What follows belongs to an exercise in optimizing a design on an open flow for small area; a production flow would make more cautious choices.
In this exercise RTL edits were held to simulation tests only and were not proved equivalent to the original.
The flow treats the clock pin as an ideal source, which a real chip does not have.
Power figures rest on the tool's default switching activity, not on a simulated workload.

==> flow/design.v <==
module obstacledodger
	(
		CLOCK_50,						 
		resetn,							 
		start_n,						 
		x,
		y,
		colour,
		plot
	);
	input			CLOCK_50;				 
	input			resetn;
	input			start_n;
	output	[7:0]	x;
	output	[6:0]	y;
	output	[2:0]	colour;
	output			plot;
	reg rst_d, ld_d;
	always @(posedge CLOCK_50) begin
		rst_d <= resetn;
		ld_d  <= ~start_n;
	end
	reg  [1:0] st;
	wire [1:0] st_n;
	assign st_n[0] = rst_d & ld_d & ~st[1];
	assign st_n[1] = rst_d & (st[1] | (st[0] & ~ld_d));
	always @(posedge CLOCK_50) st <= st_n;
	assign plot = ~st_n[0];
	wire draw   = ~st[0];
	wire setoff = st[1];
	localparam [14:0] P_S0  = 15'h244d;
	localparam [14:0] P_END = 15'h7034;    
	reg [14:0] pc;
	wire pc_end = (pc == P_END);
	wire tick_p = setoff & pc_end;
	wire pc_ld  = ~setoff | pc_end;
	always @(posedge CLOCK_50) begin
		pc[14:1] <= pc_ld ? P_S0[14:1] : pc[13:0];
		pc[0]    <= setoff & (pc_end | ~(pc[14] ^ pc[13]));
	end
	localparam [14:0] O_S0  = 15'h0125;
	localparam [14:0] O_END = 15'h6847;    
	reg [14:0] oc;
	wire oc_end = (oc == O_END);
	wire tick_o = draw & oc_end;
	wire oc_ld  = ~resetn | tick_o;
	always @(posedge CLOCK_50) begin
		oc[14:1] <= oc_ld ? O_S0[14:1] : draw ? oc[13:0] : oc[14:1];
		oc[0]    <= resetn & (draw ? (oc_end | ~(oc[14] ^ oc[13])) : oc[0]);
	end
	reg [4:0] cnt;
	always @(posedge CLOCK_50) begin
		if (!rst_d)
			cnt <= 5'd0;
		else if (draw)
			cnt <= cnt + 5'd1;
	end
	reg [6:0] ty;
	reg s, down;
	wire ty0  = (ty == 7'd0);
	wire z    = ty0 & ~s & down;            
	wire ocol = ~ty[0] & ~z;
	always @(posedge CLOCK_50) begin
		if (!rst_d) begin
			ty   <= 7'd0;
			s    <= 1'b0;
			down <= 1'b1;
		end else if (tick_o) begin
			if (!z)
				ty <= s ? ty + 7'd1 : ty - 7'd1;
			s <= down;
			if (ty >= 7'd104)
				down <= 1'b0;
			if (ty0)
				down <= 1'b1;
		end
	end
	reg [7:0] tx;
	reg first, b;
	reg [1:0] wh;
	reg b_n;
	reg [1:0] wh_n;
	always @(*) begin
		b_n  = b;
		wh_n = wh;
		if (!rst_d) begin
			b_n  = 1'b1;
			wh_n = 2'd0;
		end else if (tick_p) begin
			if (b)
				b_n = 1'b0;
			else begin
				wh_n = wh + 2'd1;
				b_n  = (wh == 2'd1) ? ocol : 1'b1;
			end
		end
	end
	always @(posedge CLOCK_50) begin
		b  <= b_n;
		wh <= wh_n;
		if (!rst_d) begin
			tx    <= 8'd10;
			first <= 1'b1;
		end else if (tick_p) begin
			if (!first)
				tx <= tx + 8'd1;
			first <= 1'b0;
		end
	end
	assign colour = {1'b0, b_n & (wh_n != 2'd2), b_n & (wh_n == 2'd2)};
	wire pl = (wh == 2'd0);
	assign x = pl ? tx + {6'd0, cnt[1:0]} : 8'd60 + {7'd0, cnt[4]};
	assign y = pl ? 7'd58 + {5'd0, cnt[3:2]} : ty + {3'd0, cnt[3:0]};
endmodule
Settings: LEC_CHECK=0, CAP_MARGIN=20, CORE_MARGIN=2, CORE_UTILIZATION=40, SLEW_MARGIN=20; clock period 10.0 ns.
standard.sh (not shown) runs the stock make flow with config.mk's settings and CLKGATE_MAP_FILE= SYNTH_SCRIPT=/design/flow/synth_recipe.tcl, a recipe that flattens the netlist after the stock synthesis.
==> flow/flow/run.sh <==
#!/bin/bash
# Layout flow: the standard synthesis, its combinational logic re-mapped
# for area (registers untouched, equivalence proven), the standard ORFS
# floorplan and placement with small port buffers, a one-buffer clock tree
# (flow/cts.tcl), then the standard ORFS routing and finishing.
# Each tool writes its full output to a log of its own in this folder (and
# ORFS's step logs stay in orfs/logs/).
set -euo pipefail
HERE=$(pwd)
F=$HERE/flow
R=$HERE/orfs/results/$FLOW_PLATFORM/obstacledodger/base
LIB=$FLOW_HOME/platforms/sky130hd/lib/sky130_fd_sc_hd__tt_025C_1v80.lib
export BUFFER_PORTS_ARGS="-buffer_cell sky130_fd_sc_hd__buf_1"

bash standard.sh synth > synth.log 2>&1

cp "$R/1_2_yosys.v" "$HERE/std_synth.v"
subst() {
  sed -e "s#@LIB@#$LIB#g" -e "s#@ABC@#$F/remap.abc#g" -e "s#@TOP@#$FLOW_TOP#g" \
      -e "s#@IN@#$HERE/std_synth.v#g" -e "s#@OUT@#$HERE/remap.v#g" -e "s#@CONB@#$F/conb.v#g" "$1" > "$2"
}
subst "$F/remap.ys.in" "$HERE/remap.ys"
subst "$F/eq.ys.in" "$HERE/eq.ys"
if yosys -s "$HERE/remap.ys" > remap.log 2>&1 && yosys -s "$HERE/eq.ys" > eq.log 2>&1; then
  sleep 1
  cp "$HERE/remap.v" "$R/1_2_yosys.v"
  echo "remapped netlist in use" >> remap.log
else
  echo "remap not proven; keeping the standard netlist" >> remap.log
fi

bash standard.sh place > place.log 2>&1

sleep 1
DONT_USE=$(make -s -C "$FLOW_HOME" DESIGN_CONFIG="$HERE/config.mk" WORK_HOME="$HERE/orfs" print-DONT_USE_CELLS 2>/dev/null | sed 's/^DONT_USE_CELLS: //') || true
RESULTS_DIR="$R" LIB_FILE="$LIB" PLATFORM_DIR="$FLOW_HOME/platforms/sky130hd" \
DONT_USE_CELLS="${DONT_USE:-sky130_fd_sc_hd__probe_p_8 sky130_fd_sc_hd__probec_p_8}" \
CLK_BUF=${CLK_BUF:-sky130_fd_sc_hd__buf_12} CLK_K=${CLK_K:-2} CLK_PORT=CLOCK_50 \
  openroad -no_init -exit "$F/cts.tcl" > cts.log 2>&1

bash standard.sh finish > finish.log 2>&1
==> flow/flow/cts.tcl <==
# Clock tree for a small design: the registers are split into CLK_K
# clusters (k-means on their placement), and one clock buffer at the centre
# of each cluster drives its clock pins; the clock port drives only these
# buffers. Every register is one buffer away from the port. Used in place of
# ORFS's H-tree. Reads 3_place, writes 4_1_cts.
set R $::env(RESULTS_DIR)
read_liberty $::env(LIB_FILE)
read_db $R/3_place.odb
read_sdc $R/3_place.sdc
source $::env(PLATFORM_DIR)/setRC.tcl
set_dont_use $::env(DONT_USE_CELLS)

set block [ord::get_db_block]
set dbu [$block getDbUnitsPerMicron]
set K $::env(CLK_K)

# register clock pins and their positions (um)
set regs {}
foreach inst [$block getInsts] {
  if {[string match "sky130_fd_sc_hd__df*" [[$inst getMaster] getName]]} {
    set loc [$inst getLocation]
    lappend regs [list [$inst getName] [expr {[lindex $loc 0] / double($dbu)}] [expr {[lindex $loc 1] / double($dbu)}]]
  }
}
set n [llength $regs]

# k-means, seeded by x order
set sorted [lsort -real -index 1 $regs]
set cent {}
for {set k 0} {$k < $K} {incr k} {
  set r [lindex $sorted [expr {int(($k + 0.5) * $n / $K)}]]
  lappend cent [list [lindex $r 1] [lindex $r 2]]
}
for {set it 0} {$it < 50} {incr it} {
  set assign {}
  foreach r $regs {
    set best 0; set bd 1e30
    for {set k 0} {$k < $K} {incr k} {
      set c [lindex $cent $k]
      set d [expr {pow([lindex $r 1] - [lindex $c 0], 2) + pow([lindex $r 2] - [lindex $c 1], 2)}]
      if {$d < $bd} { set bd $d; set best $k }
    }
    lappend assign $best
  }
  set new {}
  for {set k 0} {$k < $K} {incr k} {
    set sx 0; set sy 0; set m 0
    foreach r $regs a $assign {
      if {$a == $k} { set sx [expr {$sx + [lindex $r 1]}]; set sy [expr {$sy + [lindex $r 2]}]; incr m }
    }
    if {$m > 0} { lappend new [list [expr {$sx / $m}] [expr {$sy / $m}]] } else { lappend new [lindex $cent $k] }
  }
  set cent $new
}

for {set k 0} {$k < $K} {incr k} {
  set pins {}
  foreach r $regs a $assign {
    if {$a == $k} { lappend pins [get_pins "[lindex $r 0]/CLK"] }
  }
  if {[llength $pins] == 0} { continue }
  set c [lindex $cent $k]
  puts "cluster $k: [llength $pins] registers, buffer at ([lindex $c 0], [lindex $c 1])"
  insert_buffer -buffer_cell $::env(CLK_BUF) -net $::env(CLK_PORT) -load_pins $pins \
    -location [list [lindex $c 0] [lindex $c 1]] -buffer_name clkbuf_leaf_$k -net_name clknet_leaf_$k
}
foreach inst [$block getInsts] {
  if {[string match "clkbuf_leaf_*" [$inst getName]]} {
    foreach it [$inst getITerms] {
      set net [$it getNet]
      if {$net != "NULL"} { $net setSigType CLOCK; puts "clock net [$net getName]" }
    }
  }
}

set_propagated_clock [all_clocks]
detailed_placement
check_placement -verbose
estimate_parasitics -placement
report_clock_skew
report_checks -path_delay min -format full_clock_expanded
report_checks -path_delay max
report_check_types -max_slew -max_capacitance -violators

write_db $R/4_1_cts.odb
write_sdc -no_timestamp $R/4_cts.sdc
Other scripts of this flow, unchanged in this note and not shown: flow/flow/conb.v, flow/flow/eq.ys.in, flow/flow/remap.abc, flow/flow/remap.ys.in
Then changed:
--- a/flow/flow/run.sh
+++ b/flow/flow/run.sh
@@ -36,5 +36,5 @@
 RESULTS_DIR="$R" LIB_FILE="$LIB" PLATFORM_DIR="$FLOW_HOME/platforms/sky130hd" \
 DONT_USE_CELLS="${DONT_USE:-sky130_fd_sc_hd__probe_p_8 sky130_fd_sc_hd__probec_p_8}" \
-CLK_BUF=${CLK_BUF:-sky130_fd_sc_hd__buf_12} CLK_K=${CLK_K:-2} CLK_PORT=CLOCK_50 \
+CLK_BUF=${CLK_BUF:-sky130_fd_sc_hd__clkbuf_16} CLK_K=${CLK_K:-2} CLK_PORT=CLOCK_50 \
   openroad -no_init -exit "$F/cts.tcl" > cts.log 2>&1
 
The changed run passed the timing, design-rule and antenna checks.
Synthesized area does not change.
Die area does not change.
Sequential power barely changes.
Routed wire length fell by 0.61%.
Worst hold slack is about the same.
Total power goes up by 1.1%.
Utilization went up by 0.17 points.
Sequential share of layout area shrinks by 0.16 points.

## static timing again, ports no longer ideal
The flow's constraints put no driver on any port. The routed layouts listed below were extracted and timed again, unchanged, in two steps. Step 1 (the two cells are an assumption about what drives the block):
set clk [get_ports {CLOCK_50}]
set_driving_cell -lib_cell sky130_fd_sc_hd__clkbuf_16 $clk
set_driving_cell -lib_cell sky130_fd_sc_hd__buf_2 [delete_from_list [all_inputs] $clk]
Step 2 adds t to the input delays and takes it off the output delays; t is the mean of the earliest and latest rising clock arrival at the registers after step 1. Input paths then give back, and output paths get back, about the clock's delay inside the block. Slacks: ideal ports / drivers / drivers and shift; pairs: ideal ports / drivers.
run | shift t [ns] | setup slack, ns | hold WS [ns] | worst setup path after step 2 | slew at the worst register clock pin (ns)
the first run | 0.193 | 5.829 / 5.778 / 5.971 | 0.451 / 0.451 / 0.451 | register to output | 0.12 / 0.12
the second run | 0.213 | 5.805 / 5.759 / 5.972 | 0.450 / 0.450 / 0.450 | register to output | 0.12 / 0.12
After both steps setup and hold are still met in every run listed.
